Context: an optimization exercise on an open-source flow, tuned for small area, a short achievable clock period and few clock cycles per item. The choices shown serve that exercise and are no tape-out recipe. Only simulation tests tie the RTL to the original design; equivalence was not proved.

==> flow/design.v (outline; a module is shown in full before it is edited, if it fits) <==
// module fa: 4 lines
// module top: 4730 lines
module top #(
    parameter integer C_S00_AXIS_TDATA_WIDTH = 64,
    parameter integer C_M00_AXIS_TDATA_WIDTH = 64
)(
    input  wire                                 s00_axis_aclk,
    input  wire                                 s00_axis_aresetn,
    output wire                                 s00_axis_tready,
    input  wire [C_S00_AXIS_TDATA_WIDTH-1:0]    s00_axis_tdata,
    input  wire                                 s00_axis_tlast,
    input  wire                                 s00_axis_tvalid,
    output wire                                 m00_axis_tvalid,
    output wire [C_M00_AXIS_TDATA_WIDTH-1:0]    m00_axis_tdata,
    output wire                                 m00_axis_tlast
);
  // ...
==> flow/run.sh <==
#!/bin/bash
# synth_recipe.tcl (not shown) runs the flow's synth.tcl, then flattens the netlist and writes it again
# the make line also repeats each setting of config.mk as NAME=value (left out here)
make -C /OpenROAD-flow-scripts/flow DESIGN_CONFIG=/design/flow/config.mk WORK_HOME=/design/flow/orfs CLKGATE_MAP_FILE= SYNTH_SCRIPT=/design/flow/synth_recipe.tcl finish
==> flow/config.mk <==
export PLATFORM = sky130hd
export DESIGN_NAME = top
export DESIGN_NICKNAME = top
export VERILOG_FILES = /design/flow/design.v
export SDC_FILE = /design/flow/constraint.sdc
export NUM_CORES = 4
export LEC_CHECK = 0
export ABC_CLOCK_PERIOD_IN_PS = 2500
export CAP_MARGIN = 20
export CORE_MARGIN = 2
export CORE_UTILIZATION = 40
export SETUP_SLACK_MARGIN = 3.2
export SLEW_MARGIN = 20
==> flow/constraint.sdc <==
create_clock -name core_clock -period 6.0 [get_ports {s00_axis_aclk}]
set_input_delay 1.2000 -clock core_clock [delete_from_list [all_inputs] [get_ports {s00_axis_aclk}]]
set_output_delay 1.2000 -clock core_clock [all_outputs]
set_load 0.01 [all_outputs]
==> impl_results.md, run 1 <==
* Run status: timing/DRC/antenna clean
* Leading cell type in the layout, fill and taps excluded: inv_1
* Slowest stage delay, CP at 0.60 ns
* Fraction of area in multi-input gates at 50.5%
* FF+latch count at 1,195
* #FFs+latches synth at 1,195
* Tapcells at 2,385
* Clk tree area frac at 5.38%
* Period Utilization, post-route at 47.6%
* Grt met1 use at between 30% and 40%
* Commonest cells post-synth: inv_1, dfxtp_1, a21oi_1
* Worst slack, placed at around 1.7 ns
* R2r setup slk at 3.14 ns
* IO Pins at 135
* Area of the multi-input gates at 42,700 sq um
* Worst skew pair latency at around 0.78 ns
* Non-Clock Buffer Count at approximately 360
* Fraction of the mapped netlist area in adder cells at 21.7%
* Met3 WL at 18,700 microns
* Busiest grt layer: met2
* Avg Cell Area, Syn at 9.23 sq um
* CP Cell Sequence: fa_2 -> ha_4 -> a21o_1 -> a211oi_2 -> o21ai_2 -> a21o_1 -> a21oi_2 -> o21bai_1 -> a21o_1 -> xor2_4
* Slowest stage cell, crit path: fa_2
* Finished Layout Cells at ~10,000
* TritonCTS Sinks at 1,195
Testbench counts, summed over its fixed seeds: cycles 9,288, items 7,752.
==> run 2, diff against run 1 <==
--- a/flow/config.mk
+++ b/flow/config.mk
@@ -5,6 +5,7 @@
 export SDC_FILE = /design/flow/constraint.sdc
 export NUM_CORES = 4
 export LEC_CHECK = 0
+export ABC_AREA = 1
 export ABC_CLOCK_PERIOD_IN_PS = 2500
 export CAP_MARGIN = 20
 export CORE_MARGIN = 2
==> run 2 against run 1 <==
  * Fmax increased by 2.0%
  * First-iteration DRC count fell by 32%
  * Register-to-register slack improved by 0.06 ns
  * Highest routed layer unchanged
  * Wire length fell by 15%
  * Critical path depth fell by 3
  * Die area fell by 12%
  * Synthesized cell count shrank 17%
==> impl_results.md, run 2 <==
* Run status: timing/DRC/antenna clean
* DR vias at roughly 45,000
* Measured slew at the worst slew-check pin at approximately 1.0 ns
* Port buffer count at 117
* Most numerous cell in the Yosys netlist: inv_1
* DRC violation count after routing at 0
* Synth Instances at 6,552
* DR WL/cell at 21.5 microns
* Crit path launch type: register
* Register area share after synthesis at slightly above 40%
* First-pass GRT wire length at roughly 290,000 microns
* Share of cells above drive strength 1 at 9.78%
* CP dominant cell by count: fa_1
* RSZ-0062 raised after global routing: true
* EDFF count, synth at 240
* Antenna-violating nets left at 0
* Iter 0 DRT Violations at 3,884
* Number of global-route vias before repair at 44,700
* Clk_skew at 0.0336 ns
* Layout Nets at 7,699
* Slowest stage cell, crit path: dfxtp_1
* Drt pass-1 iters at 8
* CTS root buffer: clkbuf_16
* Total die area at 165,000 sq um
* Crit path arrival time at 3.45 ns
* Number of H-tree levels at 4
* CP Max Fanout at 4
* Required time of the critical path at 6.65 ns
* Synth unique cells at 58
* Finished Cell Area at 74,600 sq um
* Final RePlAce weighted congestion at between 0.9 and 1
* Top cells by area in the synthesized netlist: dfxtp_1, fa_1, edfxtp_1, xor2_1, inv_1
* Period Utilization, post-route at 46.7% (-0.93 points)
* Top-area cell type share of the netlist area at 28.9%
* Core Area at 161,000 sq um
* Antenna violations before repair at 35
* Final Hold Fails at 0
* Overflow after GRT at 0
* Total Neg Setup Slack at 0 ns
* CP Cell Sequence: inv_1 -> o22ai_2 -> xor2_1 -> fa_1 -> fa_1 -> inv_2 -> fa_1
* Drt total wl at 195,000 microns
* Die width at ~410 microns
* TritonCTS Sinks at 1,195 (unchanged)
* Avg Cell Area, Syn at 9.88 sq um (+7.0%)
* Worst min-delay path category: register to register
* CTS clk-pin slew, worst paths at 0.06 ns
* Top_reg_cell synth: dfxtp_1
* #FFs+latches synth at 1,195 (unchanged)
* Max Clk Rate at 357 MHz
* Synth Warn # at 1
* Area Overhead vs Synth at 15.3%
* Cell area after synthesis at around 65,000 sq um
* Reg with most FFs: vq
* Max-Cap Viols at 0
* Slowest stage delay, CP at 0.60 ns (about the same)
* Chip Height at approximately 410 microns
* CP bufs+invs at 2
* CP delay by family, top: adder cells
* Most frequent cells in the layout: inv_1, dfxtp_1, nand2_1, xor2_1, fa_1
* Ys async rst share at approximately 1.8%
* CTS max path bufs at 3
* IO Pins at 135 (unchanged)
* Routed vias/inst at around 5
* Worst skew pair latency at 0.79 ns (about the same)
* Synth area leader: dfxtp_1
* Post-DP HPWL at 153,000 microns
* Setup violators final at 0
* Post-Place Cell Area at 68,100 sq um
* CTS tree: done
* Relative slew slack at 30.6%
* Largest register FFs at 64
* Row count at 147
* GRT Overall Usage at 23.6%
* Commonest cells post-synth: inv_1, dfxtp_1, nand2_1
* Initial Util at 40.3%
* Setup CP Type: register to register
* Leading cell type in the layout, fill and taps excluded: inv_1
* CP Capture Type: register
* Max-slew violations at 0
* TritonCTS buffer count at 136
* Largest net degree at the start of global routing at 36
* Minimum clock period at 2.80 ns
run 2: changes by cell type in the layout (fill, tap and decap cells not counted), sizes merged, moves of 284 or more:
| cell | previous run | this run |
|---|---|---|
| xnor2 | 447 | 127 |
| o21ai | 451 | 159 |
| inv | 945 | 1229 |
| nor2 | 449 | 159 |
| a21oi | 691 | 233 |
| xor2 | 196 | 698 |
run 2: area by class of cell:
class	count	area, sq um
antenna	15	37.5
clock buffer	195	4010
clock inverter	59	816
fill	14900	85900
inverter	1256	4870
multi-input combinational	3959	33500
sequential	1195	26600
tap	2160	2700
timing repair buffer	235	2110
timing repair inverter	3	17.5
run 2: per-layer routing:
layer | up-vias | GRT usage (%) | share of wire (%)
met4 | 16 | 6.95 | 2.8
met5 | - | 0 | 0.054
met3 | 273 | 3.99 | 7.3
met2 | 1578 | 36.6 | 44
li1 | 21400 | - | -
met1 | 22300 | 33.7 | 45
run 2: kinds of logic after synthesis:
group                      count (synthesis)  synth area share, %
adders and majority gates                845                 22.1
other                                      2               0.0116
xor gates and xnor gates                 825                 11.2
buffers and inverters                   1413                 8.64
AOI/OAI and AO/OA                        963                 8.86
DFF                                     1195                 40.8
and+or+nand+nor                         1309                 8.42
run 2: path summary, 6_finish.rpt:
check                                  startpoint             endpoint  slack (ns)  cells after the start
min in group asynchronous        s00_axis_aresetn     mw0[0]$_DFF_PN0_        0.80                      2
max in group asynchronous        s00_axis_aresetn  mrow[1]$_DFFE_PN1P_        4.90                      2
worst min register to register  nrc1[0]$_DFFE_PP_        r2367$_DFF_P_        0.34                      0
worst max register to register   pq20[11]$_DFF_P_        r1556$_DFF_P_        3.20                      7
worst min-delay path            nrc1[0]$_DFFE_PP_        r2367$_DFF_P_        0.34                      0
worst max-delay path             pq20[11]$_DFF_P_        r1556$_DFF_P_        3.20                      7
run 2: metrics by stage:
stage | util, % | setup slack [ns] | hold WS (ns) | cells
finish | 46.5 | 3.20 | 0.343 | 9077
global route | 46.5 | 3.14 | 0.355 | 9064
CTS | 46.0 | 3.14 | 0.347 | 9031
detailed placement | 42.4 | 2.12 | 0.333 | 8715
global placement | 42.4 | 2.18 | 0.331 | 8715
floorplan | - | 3.14 | 0.323 | 6567
run 2: worst reg2reg max path, cell delays in order, from the launching register on:
cell and delay (ns):
dfxtp_1 0.60, inv_1 0.22, o22ai_2 0.22, xor2_1 0.21
fa_1 0.45, fa_1 0.51, inv_2 0.04, fa_1 0.44
run 2: what timing repair did:
item | in CTS | in global routing
hold endpoints to repair | 0 | 0
pin swaps | 21 | 53
resized for setup | 261 | 175
hold buffers | 0 | 0
gates cloned | 1 | 2
setup buffers | 61 | 29
endpoints found under the setup margin | 247 | 166
==> run 3, diff against run 2 <==
--- a/flow/config.mk
+++ b/flow/config.mk
@@ -6,9 +6,10 @@
 export NUM_CORES = 4
 export LEC_CHECK = 0
 export ABC_AREA = 1
-export ABC_CLOCK_PERIOD_IN_PS = 2500
 export CAP_MARGIN = 20
 export CORE_MARGIN = 2
 export CORE_UTILIZATION = 40
 export SETUP_SLACK_MARGIN = 3.2
 export SLEW_MARGIN = 20
+export SYNTH_HIERARCHICAL = 1
+export SYNTH_MINIMUM_KEEP_SIZE = 0
==> run 3 against run 2 <==
  * Synthesized cell count down 12%
  * Sequential share of layout area increased by 1.8 points
  * Non-clock buffer count shrank 18
  * Critical path type unchanged
  * Via count shrank 7.3%
  * Largest cell class unchanged
  * Flip-flop and latch count unchanged
  * Critical path depth up 2
  * Clock skew is 0.0032 ns higher
==> impl_results.md, run 3 <==
* Setup CP Type: register to register
* Reg with most FFs: vq
* DRC violation count after routing at 0 (unchanged)
* Number of H-tree levels at 4 (unchanged)
* Port buffer count at 117 (unchanged)
* Max Clk Rate at 354 MHz (-1.0%)
* Max-Cap Viols at 0 (unchanged)
* Initial Util at 40.1% (-0.17 points)
* Final WS setup at 3.17 ns (-0.0285 ns)
* Hold Buf Count CTS at 0 (unchanged)
* DR WL/cell at 22.3 microns (+3.6%)
* Run status: timing/DRC/antenna clean
* Total die area at 157,000 sq um (-4.8%)
* Worst min-delay path category: register to register
* Top-area cell type share of the netlist area at 30.3% (+1.5 points)
* Largest family of logic cells by synthesized area: adder cells
* Minimum clock period at 2.83 ns (+0.0285 ns)
* Setup violators final at 0 (unchanged)
* Largest net degree at the start of global routing at 45 (+25%)
* Leading cell type in the layout, fill and taps excluded: dfxtp_1
* Worst slack, placed at 2.02 ns (-0.105 ns)
* Antenna violations before repair at 22 (-37%)
* Drt pass-1 iters at 7 (-1)
* Final RePlAce weighted congestion at 0.943 (+0.22%)
* Max-slew violations at 0 (unchanged)
* Top cells by area in the synthesized netlist: dfxtp_1, fa_1, edfxtp_1, xor2_1, ha_1
* Largest register FFs at 64 (unchanged)
* CP Max Fanout at 10 (+6)
* Post-DP HPWL at 140,000 microns (-8.3%)
* Synth Warn # at 7 (+6)
* Drt total wl at 182,000 microns (-6.8%)
* First-pass GRT wire length at 269,000 microns (-5.9%)
* Share of cells above drive strength 1 at 9.47% (-0.31 points)
* EDFF count, synth at 240 (unchanged)
* CTS tree: done
* Cell area after synthesis at 61,600 sq um (-4.8%)
* IO Pins at 135 (unchanged)
* CTS clk-pin slew, worst paths at 0.06 ns (about the same)
* Ys async rst share at 1.76% (unchanged)
* Commonest cells post-synth: dfxtp_1, nand2_1, xor2_1
* Register area share after synthesis at 42.9% (+2.1 points)
* Routed vias/inst at 5.16 (+2.9%)
* Iter 0 DRT Violations at 3,658 (-5.8%)
* Avg Cell Area, Syn at 10.6 sq um (+7.6%)
* #FFs+latches synth at 1,195 (unchanged)
* CP Capture Type: register
* Synth Area in Compound Gates at 9.10% (+0.24 points)
* Period Utilization, post-route at 47.1% (+0.47 points)
* Synth Area in Simple Gates at 8.35% (-0.074 points)
* Relative slew slack at 29.3% (-1.3 points)
* TritonCTS Sinks at 1,195 (unchanged)
* Synth Instances at 5,795 (-12%)
* Clk_skew at 0.0368 ns (+0.00317 ns)
* Die width at 397 microns (-2.4%)
* Area Overhead vs Synth at 15.4% (about the same)
* TritonCTS buffer count at 137 (+0.74%)
* RSZ-0062 raised after global routing: true
* Overflow after GRT at 0 (unchanged)
* GRT Overall Usage at 23.1% (-0.48 points)
* Crit path arrival time at 3.47 ns (+0.02 ns)
* Fraction of the mapped netlist area in adder cells at 23.2% (+1.1 points)
* DR vias at 42,200 (-7.3%)
* Most frequent cells in the layout: dfxtp_1, nand2_1, xor2_1, fa_1, inv_1
* Core Area at 154,000 sq um (-4.4%)
* Antenna-violating nets left at 0 (unchanged)
* Synth unique cells at 45 (-22%)
* Required time of the critical path at 6.64 ns (about the same)
* Most numerous cell in the Yosys netlist: dfxtp_1
* Synth area leader: dfxtp_1
* Layout Nets at 6,911 (-10%)
* Top_reg_cell synth: dfxtp_1
* CTS root buffer: clkbuf_16
* Chip Height at 397 microns (-2.4%)
* CTS max path bufs at 3 (unchanged)
* Measured slew at the worst slew-check pin at 1.06 ns (+0.0214 ns)
* Worst skew pair latency at 0.79 ns (about the same)
* Row count at 144 (-2.0%)
* Number of global-route vias before repair at 42,000 (-6.1%)
* Xor/xnor share of the synthesized area at 11.9% (+0.70 points)
* Mux share of post-synthesis cell area at 0% (unchanged)
* Total Neg Setup Slack at 0 ns (unchanged)
* Crit path launch type: register
* Final Hold Fails at 0 (unchanged)
==> run 3: changes by cell type in the layout (fill, tap and decap cells not counted), moves of 16 or more <==
| cell | previous run | this run |
|---|---|---|
| o21ai_0 | 101 | 85 |
| nand3_1 | 212 | 190 |
| nand2_2 | 49 | 23 |
| o21ai_1 | 44 | 91 |
| nand2_1 | 799 | 817 |
| inv_1 | 1146 | 459 |
==> run 3: repair_timing <==
item,in CTS,in global routing
gates resized for setup,256,141
setup endpoints to repair,256,118
buffers inserted,50,22
pin swaps,9,29
gates cloned,1,0
==> run 3: per-stage QoR <==
step / instances / cell area [sq um] / hold slack (ns) / util [%]
after detailed placement: 7830 / 65000 / 0.335 / 42.3
after global placement: 7830 / 64900 / 0.328 / 42.3
after global routing: 8165 / 71100 / 0.349 / 46.3
after CTS: 8137 / 70500 / 0.348 / 45.9
final: 8173 / 71100 / 0.346 / 46.3
after floorplan: 5810 / 61700 / 0.323 / -
==> run 3: cell type report <==
type / count / area [sq um]
inverters: 536 / 2110
flip-flops and latches: 1195 / 26600
clock inverters: 66 / 837
well taps: 2044 / 2560
multi-input cells: 3911 / 33100
diodes: 14 / 35.0
clock buffers: 190 / 3970
fillers: 14100 / 82400
repair buffers: 217 / 1940
==> run 3: logic make-up after synthesis <==
logic type / count (synthesis)
buffers and inverters: 704
DFF: 1195
AOI/OAI and AO/OA: 965
and+or+nand+nor: 1251
adders and majority gates: 845
xor gates and xnor gates: 833
other: 2
==> run 3: worst max-delay path, stage by stage (launching register included) <==
cell      delay (ns)
dfxtp_1         0.43
inv_1           0.08
nand2_2         0.10
and2_4          0.19
clkinv_8        0.08
o22ai_4         0.12
xor2_2          0.20
fa_2            0.52
fa_1            0.54
fa_1            0.41
==> run 3: routing by layer <==
metal	routed length, microns	track usage, %
met1	81000	32.0
met2	79500	35.1
met3	13500	4.75
met4	7890	9.95
met5	36	0
==> run 3: final timing paths <==
kind                                  startpoint          endpoint  slack (ns)  depth (start not counted)
worst max-delay path               vq[4]$_DFF_P_     r1271$_DFF_P_        3.17                          9
worst min register to register  lsr[1]$_DFF_PN0_  lsr[2]$_DFF_PN0_        0.35                          0
min in group asynchronous       s00_axis_aresetn  vsr[4]$_DFF_PN0_        0.92                          1
worst max register to register     vq[4]$_DFF_P_     r1271$_DFF_P_        3.17                          9
worst min-delay path            lsr[1]$_DFF_PN0_  lsr[2]$_DFF_PN0_        0.35                          0
max in group asynchronous       s00_axis_aresetn  mw1[1]$_DFF_PN0_        4.52                          1
==> run 3: modules after synthesis (local to each module, per instance) <==
| module | copies in the design | cells inside |
|---|---|---|
| top | 1 | 5315 |
| fa | 480 | 1 |
==> run 4, diff against run 3 <==
--- a/flow/config.mk
+++ b/flow/config.mk
@@ -9,6 +9,8 @@
 export CAP_MARGIN = 20
 export CORE_MARGIN = 2
 export CORE_UTILIZATION = 40
+export CTS_CLUSTER_DIAMETER = 120
+export CTS_CLUSTER_SIZE = 30
 export SETUP_SLACK_MARGIN = 3.2
 export SLEW_MARGIN = 20
 export SYNTH_HIERARCHICAL = 1
==> run 4 against run 3 <==
  * Still clean
  * Utilization down 2.1 points
  * Final area down 4.6%
  * Synthesized cell count unchanged
  * Critical path depth up 1
  * Fmax up 1.3%
  * Die area unchanged
  * Clock skew up 0.0015 ns
  * Synthesized area unchanged
  * Non-clock buffer count down 4
  * Via count down 1.6%
==> impl_results.md, run 4 <==
* Max-Cap Viols at 0 (unchanged)
* Commonest cells post-synth: dfxtp_1, nand2_1, xor2_1
* CTS clk-pin slew, worst paths at 0.12 ns (+0.06 ns)
* Initial Util at 40.1% (unchanged)
* DRC violation count after routing at 0 (unchanged)
* Cell area after synthesis at 61,600 sq um (unchanged)
* Crit path launch type: register
* Layout Nets at 6,819 (-1.3%)
* Fillers at 14,400 (+2.3%)
* Area Overhead vs Synth at 10.1%
* Hold Crit Depth at 0 (unchanged)
* DR WL/cell at 22.4 microns (+0.66%)
* Setup violators final at 0 (unchanged)
* Antenna-violating nets left at 0 (unchanged)
* CP Cell Sequence: buf_12 -> inv_4 -> nand2_2 -> and2_4 -> clkinv_8 -> o22ai_2 -> xor2_2 -> fa_2 -> fa_1 -> fa_1
* First-pass GRT wire length at 264,000 microns (-1.8%)
* Levels on crit path at 10 (+1)
* CTS tree: done
* Total die area at 157,000 sq um (unchanged)
* Number of H-tree levels at 2 (-2)
* IO Pins at 135 (unchanged)
* Largest net degree at the start of global routing at 45 (unchanged)
* Slowest stage delay, CP at 0.53 ns (about the same)
* Overflow after GRT at 0 (unchanged)
* Setup CP Type: register to register
* Share of cells above drive strength 1 at 7.26% (-2.2 points)
* #FFs+latches synth at 1,195 (unchanged)
* Drt total wl at 179,000 microns (-1.5%)
* Hold Buf Count CTS at 0 (unchanged)
* Routed vias/inst at 5.19 (+0.56%)
* Ys async rst share at 1.76% (unchanged)
* Minimum clock period at 2.79 ns (-0.0370 ns)
* Avg Cell Area, Syn at 10.6 sq um (unchanged)
* Slowest stage cell, crit path: fa_2
* Chip Height at 397 microns (unchanged)
* CP Max Fanout at 10 (unchanged)
* GR Util met2 at 35.0% (-0.062 points)
* Synth Instances at 5,795 (unchanged)
* Antenna violations before repair at 24 (+9.1%)
* Max-slew violations at 0 (unchanged)
* Final RePlAce weighted congestion at 0.943 (unchanged)
* Largest register FFs at 64 (unchanged)
* EDFF count, synth at 240 (unchanged)
* Period Utilization, post-route at 46.5% (-0.62 points)
* Run status: timing/DRC/antenna clean
* Required time of the critical path at 6.59 ns (-0.05 ns)
* Core Area at 154,000 sq um (unchanged)
* Crit path arrival time at 3.38 ns (-0.09 ns)
* Register area share after synthesis at 42.9% (unchanged)
* Port buffer count at 117 (unchanged)
* Worst skew pair latency at 0.71 ns (-0.08 ns)
* DR vias at 41,500 (-1.6%)
* Met3 usage at 3.39% (-1.4 points)
* Number of global-route vias before repair at 40,800 (-2.7%)
* Worst min-delay path category: register to register
* Die width at 397 microns (unchanged)
* Iter 0 DRT Violations at 3,568 (-2.5%)
* CTS max path bufs at 3 (unchanged)
* Finished Cell Area at 67,800 sq um (-4.6%)
* Top cells by area in the synthesized netlist: dfxtp_1, fa_1, edfxtp_1, xor2_1, ha_1
* CP Capture Type: register
* TritonCTS buffer count at 49 (-64%)
* GRT Overall Usage at 22.6% (-0.54 points)
* Post-DP HPWL at 140,000 microns (unchanged)
* Relative slew slack at 31.0% (+1.7 points)
* Synth area leader: dfxtp_1
* CP delay by family, top: adder cells
* Measured slew at the worst slew-check pin at 1.03 ns (-0.0272 ns)
* CP dominant cell by count: fa_1
* CTS root buffer: clkbuf_16
* Reg with most FFs: vq
* Synth unique cells at 45 (unchanged)
* Final Hold Fails at 0 (unchanged)
* Busiest grt layer: met2
* Most frequent cells in the layout: dfxtp_1, nand2_1, xor2_1, fa_1, inv_1
* Drt pass-1 iters at 8 (+1)
* Post-Place Cell Area at 65,000 sq um (unchanged)
* Max Clk Rate at 358 MHz (+1.3%)
* Leading cell type in the layout, fill and taps excluded: dfxtp_1
* Depth of the worst register-to-register path at 10 (+1)
* CP bufs+invs at 3 (+1)
* Top_reg_cell synth: dfxtp_1
* Final core occ at 44.2% (-2.1 points)
* Row count at 144 (unchanged)
* Total Neg Setup Slack at 0 ns (unchanged)
* Grt met1 use at 32.0% (-0.032 points)
* Synth Warn # at 7 (unchanged)
* Clk_skew at 0.0383 ns (+0.00153 ns)
* TritonCTS Sinks at 1,195 (unchanged)
* Most numerous cell in the Yosys netlist: dfxtp_1
* Top-area cell type share of the netlist area at 30.3% (unchanged)
* RSZ-0062 raised after global routing: true
-- run 4: layout make-up --
type	instances	area [sq um]	share of cell area (%)
antenna	9	22.5	0.0332
clock buffer	77	1340	1.98
clock inverter	15	190	0.280
inverter	536	2120	3.13
multi-input combinational	3911	33100	48.8
sequential	1195	26600	39.2
tap	2044	2560	3.77
timing repair buffer	213	1900	2.81
-- run 4: worst reg2reg max path, stage by stage (launching register included) --
cell	delay, ns
dfxtp_2	0.37
buf_12	0.13
inv_4	0.05
nand2_2	0.07
and2_4	0.19
clkinv_8	0.08
o22ai_2	0.14
xor2_2	0.19
fa_2	0.53
fa_1	0.52
fa_1	0.41
-- run 4: timing repair --
action,4_1_cts,5_1_grt
cloned,1,0
pin swaps,11,20
resized for setup,252,167
buffers inserted,49,19
endpoints found under the setup margin,261,127
-- run 4: cell families (layout without fill, tap and decap cells) --
logic type	Yosys count	count (layout)	synth area share (%)
compound gates	965	965	9.10
simple gates	1251	1251	8.35
xor+xnor	833	833	11.9
other cells	2	26	0.0122
fa+ha+maj	845	845	23.2
buf+inv	704	841	4.60
flops	1195	1195	42.9
-- run 4: routing by layer --
layer  vias up  wire length, microns
met3       262                 11900
met2      1440                 78900
li1      19400                     -
met4        10                  7500
met5         -                    63
met1     20400                 81000
-- run 4: worst paths after layout --
path,endpoint,slack [ns],start
worst max-delay path,r1271$_DFF_P_,3.21,vq[3]$_DFF_P_
worst min-delay path,vsr[4]$_DFF_PN0_,0.35,vsr[3]$_DFF_PN0_
worst max register to register,r1271$_DFF_P_,3.21,vq[3]$_DFF_P_
worst min register to register,vsr[4]$_DFF_PN0_,0.35,vsr[3]$_DFF_PN0_
max in group asynchronous,mw1[2]$_DFF_PN0_,4.41,s00_axis_aresetn
min in group asynchronous,mw1[1]$_DFF_PN0_,1.02,s00_axis_aresetn
-- run 4: modules after synthesis, one instance, submodules excluded --
| module | flip-flops and latches | cells inside | times used |
|---|---|---|---|
| top | 1195 | 5315 | 1 |
| fa | 0 | 1 | 480 |
-- run 4: stage by stage --
step	hold WS [ns]	instances	worst slack [ns]
final	0.354	8000	3.21
after global routing	0.365	7993	3.11
after CTS	0.356	7972	3.12
after detailed placement	0.335	7830	2.02
after global placement	0.328	7830	1.97
after floorplan	0.323	5810	3.21
==> run 5, diff against run 4 <==
--- a/flow/config.mk
+++ b/flow/config.mk
@@ -10,7 +10,7 @@
 export CORE_MARGIN = 2
 export CORE_UTILIZATION = 40
 export CTS_CLUSTER_DIAMETER = 120
-export CTS_CLUSTER_SIZE = 30
+export CTS_CLUSTER_SIZE = 24
 export SETUP_SLACK_MARGIN = 3.2
 export SLEW_MARGIN = 20
 export SYNTH_HIERARCHICAL = 1
==> run 5 against run 4 <==
  * Wire length about the same
  * Synthesized area unchanged
  * Critical endpoint is now pq21[11]$_DFF_P_
  * Utilization is 0.12 points higher
  * Clock skew hardly changed
  * Final area is 0.27% higher
  * Non-clock buffer count grew 2
  * Die area unchanged
==> impl_results.md, run 5 <==
* Antenna violations before repair at 18 (-25%)
* Crit path arrival time at 3.40 ns (+0.02 ns)
* Routed vias/inst at 5.18 (-0.21%)
* Worst skew pair latency at 0.72 ns (about the same)
* Max Clk Rate at 357 MHz (-0.33%)
* Largest register FFs at 64 (unchanged)
* Hold Buf Count CTS at 0 (unchanged)
* Worst min-delay path category: register to register
* Core Area at 154,000 sq um (unchanged)
* Crit path launch type: input port
* TritonCTS buffer count at 58 (+18%)
* RSZ-0062 raised after global routing: true
* Initial Util at 40.1% (unchanged)
* Iter 0 DRT Violations at 3,643 (+2.1%)
* Total Neg Setup Slack at 0 ns (unchanged)
* Die width at 397 microns (unchanged)
* Max-slew violations at 0 (unchanged)
* Leading cell type in the layout, fill and taps excluded: dfxtp_1
* Setup CP Type: input port to register
* Final hold slack at 0.352 ns (-0.00168 ns)
* CP dominant cell by count: o21ai_1
* Most frequent cells in the layout: dfxtp_1, nand2_1, xor2_1, fa_1, inv_1
* Final RePlAce weighted congestion at 0.943 (unchanged)
* Layout Nets at 6,830 (+0.16%)
* Required time of the critical path at 6.59 ns (about the same)
* R2r setup slk at 3.20 ns (about the same)
* TritonCTS Sinks at 1,195 (unchanged)
* Final Hold Fails at 0 (unchanged)
* DRC violation count after routing at 0 (unchanged)
* Number of H-tree levels at 2 (unchanged)
* Setup violators final at 0 (unchanged)
* Final WS setup at 3.20 ns (-0.00935 ns)
* CP Cell Sequence: dlygate4sd2_1 -> ha_1 -> nand2_1 -> inv_1 -> a21oi_1 -> o21ai_1 -> a21boi_1 -> o21ai_1 -> xor2_1
* Measured slew at the worst slew-check pin at 1.03 ns (-0.00430 ns)
* Antenna-violating nets left at 0 (unchanged)
* Ys async rst share at 1.76% (unchanged)
* CTS clk-pin slew, worst paths at 0.10 ns (-0.02 ns)
* Slowest stage delay, CP at 0.55 ns (+0.02 ns)
* Worst slack, placed at 2.02 ns (unchanged)
* Register area share after synthesis at 42.9% (unchanged)
* #FFs+latches synth at 1,195 (unchanged)
* EDFF count, synth at 240 (unchanged)
* Port buffer count at 117 (unchanged)
* Minimum clock period at 2.80 ns (+0.00935 ns)
* Finished Cell Area at 68,000 sq um (+0.27%)
* CTS tree: done
* Number of global-route vias before repair at 41,000 (+0.28%)
* GRT Overall Usage at 22.6% (+0.041 points)
* Slowest stage cell, crit path: dlygate4sd2_1
* DR WL/cell at 22.4 microns (-0.11%)
* DR vias at 41,500 (-0.051%)
* Commonest cells post-synth: dfxtp_1, nand2_1, xor2_1
* Drt total wl at 179,000 microns (about the same)
* Synth Instances at 5,795 (unchanged)
* Area Overhead vs Synth at 10.4%
* Critical path origin: s00_axis_tdata[4]
* Row count at 144 (unchanged)
* Most numerous cell in the Yosys netlist: dfxtp_1
* CP Max Fanout at 7 (-3)
* Synth unique cells at 45 (unchanged)
* Cell area after synthesis at 61,600 sq um (unchanged)
* Clk_skew at 0.0379 ns (-0.000386 ns)
* R2r startpoint: vq[4]$_DFF_P_
* Synth Warn # at 7 (unchanged)
* Max-Cap Viols at 0 (unchanged)
* Synth area leader: dfxtp_1
* Top cells by area in the synthesized netlist: dfxtp_1, fa_1, edfxtp_1, xor2_1, ha_1
* Worst r2r dst: r1271$_DFF_P_
* Relative slew slack at 31.2% (+0.29 points)
* Drt pass-1 iters at 6 (-2)
* Post-DP HPWL at 140,000 microns (unchanged)
* Total die area at 157,000 sq um (unchanged)
* CP Capture Type: register
* Top-area cell type share of the netlist area at 30.3% (unchanged)
* Reg with most FFs: vq
* Share of cells above drive strength 1 at 7.25% (-0.018 points)
* CTS root buffer: clkbuf_16
* CTS max path bufs at 3 (unchanged)
* Largest net degree at the start of global routing at 45 (unchanged)
* Avg Cell Area, Syn at 10.6 sq um (unchanged)
* Chip Height at 397 microns (unchanged)
* IO Pins at 135 (unchanged)
* Critical Path End: pq21[11]$_DFF_P_
* Top_reg_cell synth: dfxtp_1
* First-pass GRT wire length at 265,000 microns (+0.20%)
* Overflow after GRT at 0 (unchanged)
* Period Utilization, post-route at 46.7% (+0.16 points)
* Run status: timing/DRC/antenna clean
* Post-Place Cell Area at 65,000 sq um (unchanged)
* Depth of the worst register-to-register path at 9 (-1)
==> run 5: changes by cell type in the layout (fill, tap and decap cells not counted), sizes merged, moves of 3 or more <==
cell | before | now
dlygate4sd2 | 51 | 74
clkdlybuf4s50 | 28 | 16
dlymetal6s2s | 15 | 5
inv | 511 | 508
clkbuf | 94 | 111
==> run 5: modules after synthesis (local to each module, per instance) <==
module  flip-flops and latches  copies in the design  area (sq um)  cells inside
top                       1195                     1         52000          5315
fa                           0                   480          20.0             1
==> run 5: per-layer routing <==
metal | GRT usage [%] | up-vias | wire, microns
met3 | 3.57 | 234 | 11600
met1 | 32.1 | 20400 | 81500
li1 | - | 19400 | -
met4 | 8.26 | 6 | 7330
met2 | 34.9 | 1417 | 78900
met5 | 0 | - | 39
==> run 5: per-stage QoR <==
stage / instances / util [%]
floorplan: 5810 / -
global placement: 7830 / 42.3
detailed placement: 7830 / 42.3
CTS: 7985 / 44.0
global route: 8008 / 44.3
finish: 8013 / 44.3
==> run 5: critical path: cells and delay by family <==
kind	cells	cell delay, ns
AND/OR/NAND/NOR	1	0.08
XOR/XNOR	1	0.15
adder cells (fa/ha/maj)	1	0.38
buffers and inverters	2	0.59
AO/OA/AOI/OAI	4	0.97
==> run 5: kinds of logic (layout without fill, tap and decap cells) <==
kind of cell | Yosys count | in the layout | synth area share [%]
simple gates | 1251 | 1251 | 8.35
other cells | 2 | 24 | 0.0122
flops | 1195 | 1195 | 42.9
xor+xnor | 833 | 833 | 11.9
compound gates | 965 | 965 | 9.10
fa+ha+maj | 845 | 845 | 23.2
buf+inv | 704 | 856 | 4.60
==> run 5: cell type report <==
class | count | area (sq um)
antenna | 7 | 17.5
clock buffer | 94 | 1610
clock inverter | 11 | 153
fill | 14400 | 85500
inverter | 536 | 2110
multi-input combinational | 3911 | 33100
sequential | 1195 | 26600
tap | 2044 | 2560
timing repair buffer | 215 | 1860
==> run 5: how the worst min path moves through the flow <==
stage	from	end	slack, ns	cells after the start
after global routing	mw0[0]$_DFF_PN0_	mw0[1]$_DFF_PN0_	0.36	0
final	mw2[1]$_DFF_PN0_	mw2[2]$_DFF_PN0_	0.35	0
after CTS	vsr[3]$_DFF_PN0_	vsr[4]$_DFF_PN0_	0.36	0
after detailed placement	mw0[0]$_DFF_PN0_	mw0[1]$_DFF_PN0_	0.33	0
after floorplan	nrc0[0]$_DFFE_PP_	r2318$_DFF_P_	0.32	0
after global placement	nrc2[0]$_DFFE_PP_	r2416$_DFF_P_	0.33	0
==> run 5: what timing repair did <==
item                       CTS  global route
pin swaps                   10            21
resized for setup          270           150
setup buffers               49            21
cloned                       1             0
setup endpoints to repair  276           113

==> static timing again, ports no longer ideal <==
How much do the figures lean on ideal ports? The routed layouts below were timed once more, with nothing changed but the port constraints. Step 1 assumes that a clkbuf_16 drives the clock port and a buf_2 every other input. Step 2 moves the port delays by t, midway between the first and last clock arrival at a register: inputs arrive t later, outputs are due t later. That takes back most of the time a late clock gives input paths. Slacks: ideal ports / drivers / drivers and shift; pairs: ideal ports / drivers.
run	t (ns)	setup WS [ns]	worst slew at a driven data input, ns
run 1	0.842	3.144 / 3.144 / 2.415	0.04
run 2	0.851	3.200 / 3.200 / 2.419	0.14
run 3	0.859	3.171 / 3.171 / 2.443	0.13
run 4	0.774	3.208 / 3.181 / 2.512	0.14
run 5	0.785	3.199 / 3.202 / 2.425	0.12
After both steps setup and hold are still met in every run listed. For run 2, which loses most, drivers alone change the setup slack by 0.000 ns; drivers and shift together by -0.781 ns.
